This is an optimization exercise on Yosys and OpenROAD, whose aim is small area, a short achievable clock period and few clock cycles per item, not a production implementation. RTL that was checked went through simulation tests only; none was proved equivalent to the original. No activity file was given, so power comes from the tool's default toggle rates.

Setup of indigo:
// SBGCDCtrl
module SBGCDCtrl (
  input      [31:0]   io_sb_SBaddress,
  input               io_sb_SBvalid,
  input      [31:0]   io_sb_SBwdata,
  input               io_sb_SBwrite,
  input      [3:0]    io_sb_SBsize,
  output              io_sb_SBready,
  output     [31:0]   io_sb_SBrdata,
  input               io_sel,
  output              io_irq,
  input               clk,
  input               reset
);
  wire        acc   = io_sb_SBvalid && io_sel;
  wire [7:0]  addr  = io_sb_SBaddress[7:0];
  wire        wr    = acc && io_sb_SBwrite;
  wire        rd    = acc && !io_sb_SBwrite;
  wire        wrA   = wr && (addr == 8'h00);
  wire        wrB   = wr && (addr == 8'h04);
  wire        wrGo  = wr && (addr == 8'h10);
  wire        start = wrGo && (io_sb_SBwdata == 32'h00000001);
  wire        rdRes = rd && (addr == 8'h08);
  reg  [31:0] regA;
  reg  [31:0] regB;
  reg         readyReg;
  reg         irqReg;
  ...
export LEC_CHECK = 0
export CAP_MARGIN = 10
export CORE_MARGIN = 2
export CORE_UTILIZATION = 40
export CTS_BUF_LIST = sky130_fd_sc_hd__clkbuf_8
export PLACE_DENSITY = 0.8
export SETUP_SLACK_MARGIN = 5
export SLEW_MARGIN = 10
export TNS_END_PERCENT = 0
create_clock -name core_clock -period 10.0 [get_ports {clk}]
standard.sh (not shown) runs the stock make flow with config.mk's settings and CLKGATE_MAP_FILE= SYNTH_SCRIPT=/design/flow/synth_recipe.tcl, a recipe that flattens the netlist after the stock synthesis.
==> flow/flow/run.sh <==
#!/bin/bash
# The standard layout (the standard.sh, standard synthesis included), with
# the port buffers made from sky130_fd_sc_hd__buf_1 instead of the buffer that
# buffer_ports picks by default (a slow, large delay buffer). Every port still
# gets its own buffer.
set -euo pipefail
export BUFFER_PORTS_ARGS="-buffer_cell sky130_fd_sc_hd__buf_1"
bash standard.sh > standard.log 2>&1
Testbench counts of indigo, summed over its fixed seeds: cycles 35,714, items 2,400.
diff inputs: indigo => raven
# indigo
export LEC_CHECK = 0
export CAP_MARGIN = 10
export CORE_MARGIN = 2
export CORE_UTILIZATION = 40
export CTS_BUF_LIST = sky130_fd_sc_hd__clkbuf_8
export PLACE_DENSITY = 0.8
export SETUP_SLACK_MARGIN = 5
export SLEW_MARGIN = 10
export TNS_END_PERCENT = 0
create_clock -name core_clock -period 10.0 [get_ports {clk}]
# raven
export LEC_CHECK = 0
export CAP_MARGIN = 10
export CORE_MARGIN = 2
export CORE_UTILIZATION = 40
export CTS_BUF_LIST = sky130_fd_sc_hd__clkbuf_8
export PLACE_DENSITY = 0.8
export SETUP_SLACK_MARGIN = 5
export SLEW_MARGIN = 10
create_clock -name core_clock -period 10.0 [get_ports {clk}]
## What came out
On area growth from synthesis to layout: between indigo and raven, it ends up higher for raven.
Changes observed in raven relative to indigo: global-route usage over all layers flat, slew at the pin closest to its max-slew limit up 0.0037 ns, core utilization flat.
Sequential share of layout area across indigo and raven: no real change.
~same post-route cell area in indigo and raven
Compared with indigo, in raven worst-case setup margin in the final layout now sits higher, share of total power in sequential cells shows a reduction of 0.6 points.
There was hardly any difference in area taken by multi-input logic gates between raven and indigo.
indigo and raven ended up with nearly the same wire length.
indigo -> raven: hold-critical path depth delta 0, exact match
[inputs] juniper vs raven
# raven
export LEC_CHECK = 0
export CAP_MARGIN = 10
export CORE_MARGIN = 2
export CORE_UTILIZATION = 40
export CTS_BUF_LIST = sky130_fd_sc_hd__clkbuf_8
export PLACE_DENSITY = 0.8
export SETUP_SLACK_MARGIN = 5
export SLEW_MARGIN = 10
create_clock -name core_clock -period 10.0 [get_ports {clk}]
# juniper
export LEC_CHECK = 0
export CAP_MARGIN = 10
export CORE_MARGIN = 2
export CORE_UTILIZATION = 40
export CTS_BUF_LIST = sky130_fd_sc_hd__clkbuf_8
export PLACE_DENSITY = 0.9
export SETUP_SLACK_MARGIN = 5
export SLEW_MARGIN = 10
create_clock -name core_clock -period 10.0 [get_ports {clk}]
### Flow results
Compared with raven, area taken by multi-input logic gates in juniper increased slightly.
On critical path depth: between juniper and raven, it ends up lower for raven.
Delta (juniper minus raven): non-clock buffering overhead in the final layout now larger, die outline width comparable, setup slack now larger.
Per the comparison of juniper with raven, depth of the worst register-to-register path went up by 1, wire length roughly the same, clock network fraction of total power went down by 0.8 points, first-pass GRT wire length roughly the same, peak per-stage delay on the critical path now sits higher.
Summary — non-clock buffer count, juniper relative to raven: lower, by 2.
Here is what was changed in the inputs of garnet compared with juniper.
# juniper
export LEC_CHECK = 0
export CAP_MARGIN = 10
export CORE_MARGIN = 2
export CORE_UTILIZATION = 40
export CTS_BUF_LIST = sky130_fd_sc_hd__clkbuf_8
export PLACE_DENSITY = 0.9
export SETUP_SLACK_MARGIN = 5
export SLEW_MARGIN = 10
create_clock -name core_clock -period 10.0 [get_ports {clk}]
# garnet
export LEC_CHECK = 0
export CAP_MARGIN = 20
export CORE_MARGIN = 2
export CORE_UTILIZATION = 40
export SETUP_SLACK_MARGIN = 5
export SLEW_MARGIN = 20
create_clock -name core_clock -period 10.0 [get_ports {clk}]
Notes after the runs:
- garnet gives less measured slew at the worst slew-check pin than juniper did.
- For the clock network fraction of total power, garnet came in 2.4 points higher than juniper did.
- Delta(first-iteration DRC count, garnet - juniper) < 0
- Measured against each other, garnet and juniper differ in global-route track usage on met2, the higher figure coming from garnet.
- Clock-buffer cell count, garnet and juniper: smaller value in garnet

---

Setup of sierra:
SBGCDCtrl, a different RTL version from the one above (not shown whole).
Size: roughly 1,400 cells after synthesis, ~140 flip-flops, roughly 110 I/O pins, roughly 12,000 um2 of cells after synthesis.
// SBGCDCtrl
module SBGCDCtrl (
  input      [31:0]   io_sb_SBaddress,
  input               io_sb_SBvalid,
  input      [31:0]   io_sb_SBwdata,
  input               io_sb_SBwrite,
  input      [3:0]    io_sb_SBsize,
  output              io_sb_SBready,
  output     [31:0]   io_sb_SBrdata,
  input               io_sel,
  output              io_irq,
  input               clk,
  input               reset
);
export LEC_CHECK = 0
export CAP_MARGIN = 10
export CORE_MARGIN = 2
export CORE_UTILIZATION = 40
export CTS_BUF_LIST = sky130_fd_sc_hd__clkbuf_8
export SETUP_SLACK_MARGIN = 5
export SLEW_MARGIN = 10
create_clock -name core_clock -period 10.0 [get_ports {clk}]
Scripts as last shown in full above: flow/flow/run.sh
Modified inputs, amber compared to sierra
- putting PLACE_DENSITY at 0.8 where nothing was set
### Flow results
- Sequential group power: amber vs sierra — no meaningful difference
- amber against sierra: total detailed-routing wirelength lower, time the worst path needs with I/O delays and setup picked up an extra 0.072 ns.
No functional check of the RTL was part of any run of this note.

[separate check: timing with driven ports]
The flow's constraints put no driver on any port. The routed layouts listed below were extracted and timed again, unchanged, in two steps. Step 1 sets driving cells, clkbuf_16 on the clock port and buf_2 on the other inputs (assumed; they add their load-dependent delay and slew). Step 2 also shifts input and output timing later by t, the mid clock arrival at the registers, as if the neighbouring blocks saw the same clock. Three values: ideal, step 1, step 2; two values: the first two.
run	t (ns)	setup slack, ns	latest minus earliest clock arrival (ns)	worst register clock-pin slew, ns
indigo	0.500	4.988 / 4.969 / 4.633	0.013 / 0.013	0.09 / 0.09
raven	0.489	5.033 / 4.993 / 4.670	0.017 / 0.017	0.09 / 0.09
juniper	0.494	5.099 / 5.061 / 4.632	0.015 / 0.014	0.09 / 0.09
garnet	0.475	5.070 / 5.022 / 4.719	0.011 / 0.011	0.07 / 0.07
sierra	0.520	5.054 / 5.009 / 4.584	0.019 / 0.019	0.09 / 0.09
amber	0.532	4.982 / 4.967 / 4.677	0.034 / 0.034	0.11 / 0.11
After both steps setup and hold are still met in every run listed. The setup slack of sierra, which loses most, moves by -0.045 ns with the drivers and by -0.470 ns with both steps.
